From an optimization exercise on the open Yosys and OpenROAD flow, aimed at small area and a short achievable clock period; shortcuts taken in it are not production practice. Only simulation tests tie the RTL to the original design; equivalence was not proved.

==> trial 7: inputs <==
## ALU
module ALU (clk, in_a, in_b, sum, carry_in, carry_out, opcode);
  input wire clk, carry_in;
  input wire [31:0] in_a;
  input wire [31:0] in_b;
  input wire [3:0] opcode;
  output reg [31:0] sum;
  output reg carry_out;
  wire [31:0] a = in_a;
  wire [31:0] b = in_b;
  wire op_add = (opcode == 4'd1);
  wire op_sub = (opcode == 4'd2);
  wire op_mul = (opcode == 4'd3);
  wire op_div = (opcode == 4'd4);
  wire op_shr = (opcode == 4'd5);
  wire op_shl = (opcode == 4'd6);
  wire big = |b[31:5];                  
  wire s32 = b[5] & ~(|b[31:6]) & ~(|b[4:0]);
  wire [31:0] onehot;
  genvar gi;
  generate for (gi = 0; gi < 32; gi = gi + 1) begin : g_oh
    assign onehot[gi] = ~big & (b[4:0] == gi);
  end endgenerate
  wire dmode = op_div | op_shr;         
  wire [31:0] dv = op_shr ? onehot : b;  
  wire [31:0] md = op_shl ? onehot : b;  
  wire [33:0] zb;
  assign zb[33] = 1'b1;
  assign zb[32] = 1'b1;
  wire zo0_1 = dv[30] | dv[31];
  wire zo0_3 = dv[28] | dv[29];
  wire zo0_5 = dv[26] | dv[27];
  wire zo0_7 = dv[24] | dv[25];
  wire zo0_9 = dv[22] | dv[23];
  wire zo0_11 = dv[20] | dv[21];
  ...
clock: 85.0 ns
lec_check: 0
abc_area: 1
cap_margin: 35
core_margin: 2
core_utilization: 55
slew_margin: 35
standard.sh (not shown) runs the stock make flow with config.mk's settings and CLKGATE_MAP_FILE= SYNTH_SCRIPT=/design/flow/synth_recipe.tcl, a recipe that flattens the netlist after the stock synthesis.
==> flow/flow/run.sh <==
#!/bin/bash
set -euo pipefail
MARGIN=18
bash standard.sh SETUP_SLACK_MARGIN=$MARGIN finish > standard_flow.log 2>&1
==> trial 94: changes against trial 7 <==
==> flow/flow/run.sh (replaced) <==
#!/bin/bash
set -euo pipefail
MARGIN=21
bash standard.sh SETUP_SLACK_MARGIN=$MARGIN finish > standard_flow.log 2>&1
==> build 87: changes against trial 7 <==
--- a/flow/config.mk
+++ b/flow/config.mk
@@ -7,6 +7,6 @@
 export LEC_CHECK = 0
 export ABC_AREA = 1
-export CAP_MARGIN = 35
+export CAP_MARGIN = 20
 export CORE_MARGIN = 2
 export CORE_UTILIZATION = 55
-export SLEW_MARGIN = 35
+export SLEW_MARGIN = 20
==> trial 68: changes against trial 7 <==
==> flow/flow/run.sh (replaced) <==
#!/bin/bash
set -euo pipefail
MARGIN=30
bash standard.sh SETUP_SLACK_MARGIN=$MARGIN finish > standard_flow.log 2>&1
--- a/flow/config.mk
+++ b/flow/config.mk
@@ -7,6 +7,6 @@
 export LEC_CHECK = 0
 export ABC_AREA = 1
-export CAP_MARGIN = 35
+export CAP_MARGIN = 20
 export CORE_MARGIN = 2
 export CORE_UTILIZATION = 55
-export SLEW_MARGIN = 35
+export SLEW_MARGIN = 20
==> run notes <==
Trial 7 passed the timing, DRC and antenna checks. Build 87 completed and failed the layout checks on capacitance limit, slew limit. Trial 94 produced a clean layout. Trial 68 produced a clean layout.
In trial 94 the worst hold slack is worse than in trial 7, by 0.050 ns.
In flip-flop and latch count, trial 94 and trial 68 do not differ.
Of trial 7 and trial 68, trial 68 has the higher via count (gap 11%, measured against trial 68).
The lowest critical path depth belongs to trial 94, the highest to trial 68.
In die area, trial 7 and trial 94 do not differ.
Sequential share of layout area is about the same in build 87 and trial 7.
Final cell count: trial 7 < build 87 < trial 94 < trial 68.
Utilization, lowest first: trial 7, build 87, trial 94, trial 68.
Setup slack, lowest first: trial 7, build 87, trial 94, trial 68.
==> figures <==
Result of the run: trial 68 complete, no violations; trial 7 complete, no violations; build 87 finished with violations; trial 94 complete, no violations
Reasons for failing layout checks: trial 68 -; trial 7 -; build 87 capacitance limit, slew limit; trial 94 -
Critical path capture point: trial 68 sum[6]; trial 7 sum[8]; build 87 sum[14]; trial 94 sum[21]
Hold Crit Endpoint: trial 68 sum[24]; trial 7 sum[1]; build 87 sum[30]; trial 94 sum[12]
Cell total after placement: trial 68 8,338; trial 7 8,348; build 87 8,346; trial 94 8,348
Worst slack at placement: trial 68 13.74 ns; trial 7 10.35 ns; build 87 9.11 ns; trial 94 10.35 ns
Sequential portion of the cell area: trial 68 1.06%; trial 7 1.27%; build 87 1.26%; trial 94 1.21%
Routed met1 length: trial 68 82.8 mm; trial 7 78.3 mm; build 87 79.5 mm; trial 94 80.5 mm
Hold WS: trial 68 17.21 ns; trial 7 17.33 ns; build 87 17.36 ns; trial 94 17.28 ns
Cells resized by post-CTS repair: trial 68 868; trial 7 118; build 87 120; trial 94 302
Hold wc startpoint: trial 68 in_b[24]; trial 7 in_b[1]; build 87 in_b[30]; trial 94 in_b[12]
Filler-free cell count of the finished design: trial 68 9,224; trial 7 8,527; build 87 8,540; trial 94 8,660
First-pass iteration count of the detailed router: trial 68 10; trial 7 9; build 87 6; trial 94 7
Worst-path maximum fanout: trial 68 17; trial 7 36; build 87 42; trial 94 21
Setup repair after global routing missed its margin: trial 68 yes; trial 7 no; build 87 no; trial 94 no
Worst path depth: trial 68 376; trial 7 367; build 87 366; trial 94 359
Number of filler cells placed in the layout: trial 68 6,409; trial 7 8,185; build 87 8,083; trial 94 7,782
Pin count of the biggest net entering global routing: trial 68 52; trial 7 57; build 87 57; trial 94 44
Worst Hold Path Cells: trial 68 5; trial 7 4; build 87 5; trial 94 5
Via count: trial 68 59,367; trial 7 52,541; build 87 52,846; trial 94 54,009

---

==> run a: inputs <==
Another version of the RTL of ALU (not shown whole).
==> flow/config.mk <==
export PLATFORM = sky130hd
export DESIGN_NAME = ALU
export DESIGN_NICKNAME = ALU
export VERILOG_FILES = /design/flow/design.v
export SDC_FILE = /design/flow/constraint.sdc
export NUM_CORES = 4
export LEC_CHECK = 0
export ABC_AREA = 1
export CAP_MARGIN = 35
export CORE_MARGIN = 2
export CORE_UTILIZATION = 55
export SLEW_MARGIN = 35
==> flow/constraint.sdc <==
create_clock -name core_clock -period 85.0 [get_ports {clk}]
set_input_delay 17.0000 -clock core_clock [delete_from_list [all_inputs] [get_ports {clk}]]
set_output_delay 17.0000 -clock core_clock [all_outputs]
set_load 0.01 [all_outputs]
==> flow/flow/run.sh <==
#!/bin/bash
set -euo pipefail
MARGIN=18
bash standard.sh SETUP_SLACK_MARGIN=$MARGIN finish > standard_flow.log 2>&1
==> run b (differences from run a) <==
==> flow/flow/run.sh (replaced) <==
#!/bin/bash
set -euo pipefail
MARGIN=27
bash standard.sh SETUP_SLACK_MARGIN=$MARGIN finish > standard_flow.log 2>&1
==> qor summary <==
metric                                                 run b       run a
Post-synthesis to final-layout area growth             15.9%       5.78%
Total number of cells along the worst setup path         288         310
Min-delay src                                       in_b[30]    in_b[11]
Final min period                                    56.17 ns    63.48 ns
Outcome                     no timing/DRC/antenna violations  no timing/DRC/antenna violations
Worst Hold Endpoint                                  sum[30]     sum[11]
Layout multi-input combinational cell count            6,331       6,320
Critical path data required time                    85.24 ns    85.25 ns
Count of non-CTS buffers in the layout                   489         218
Timing startpoint of the critical path               in_b[3]    in_b[10]
Peak clock frequency supported by timing          0.0178 GHz  0.0158 GHz
Filler cells                                           8,227       8,794
CTS-repair resized insts                                 209           0

==> static timing again, ports no longer ideal <==
The results above use ideal ports. As a check the final layouts listed here were re-extracted and re-timed, cells and wires unchanged. Step 1 sets driving cells, clkbuf_16 on the clock port and buf_2 on the other inputs (assumed; they add their load-dependent delay and slew). Step 2 moves the port delays by t, midway between the first and last clock arrival at a register: inputs arrive t later, outputs are due t later. That takes back most of the time a late clock gives input paths. a / b / c = no drivers / after step 1 / after step 2; a / b = the first two.
run | t (ns) | setup WS [ns] | clock arrival spread, ns
trial 7 | 0.362 | 20.860 / 20.830 / 20.468 | 0.016 / 0.016
trial 94 | 0.356 | 23.178 / 23.163 / 22.807 | 0.018 / 0.018
build 87 | 0.362 | 21.000 / 20.968 / 20.606 | 0.018 / 0.017
trial 68 | 0.348 | 23.603 / 23.585 / 23.237 | 0.017 / 0.016
run a | 0.346 | 21.524 / 21.520 / 21.174 | 0.008 / 0.008
run b | 0.346 | 28.827 / 28.853 / 28.508 | 0.009 / 0.009
The setup slack of build 87, which loses most, moves by -0.032 ns with the drivers and by -0.394 ns with both steps.
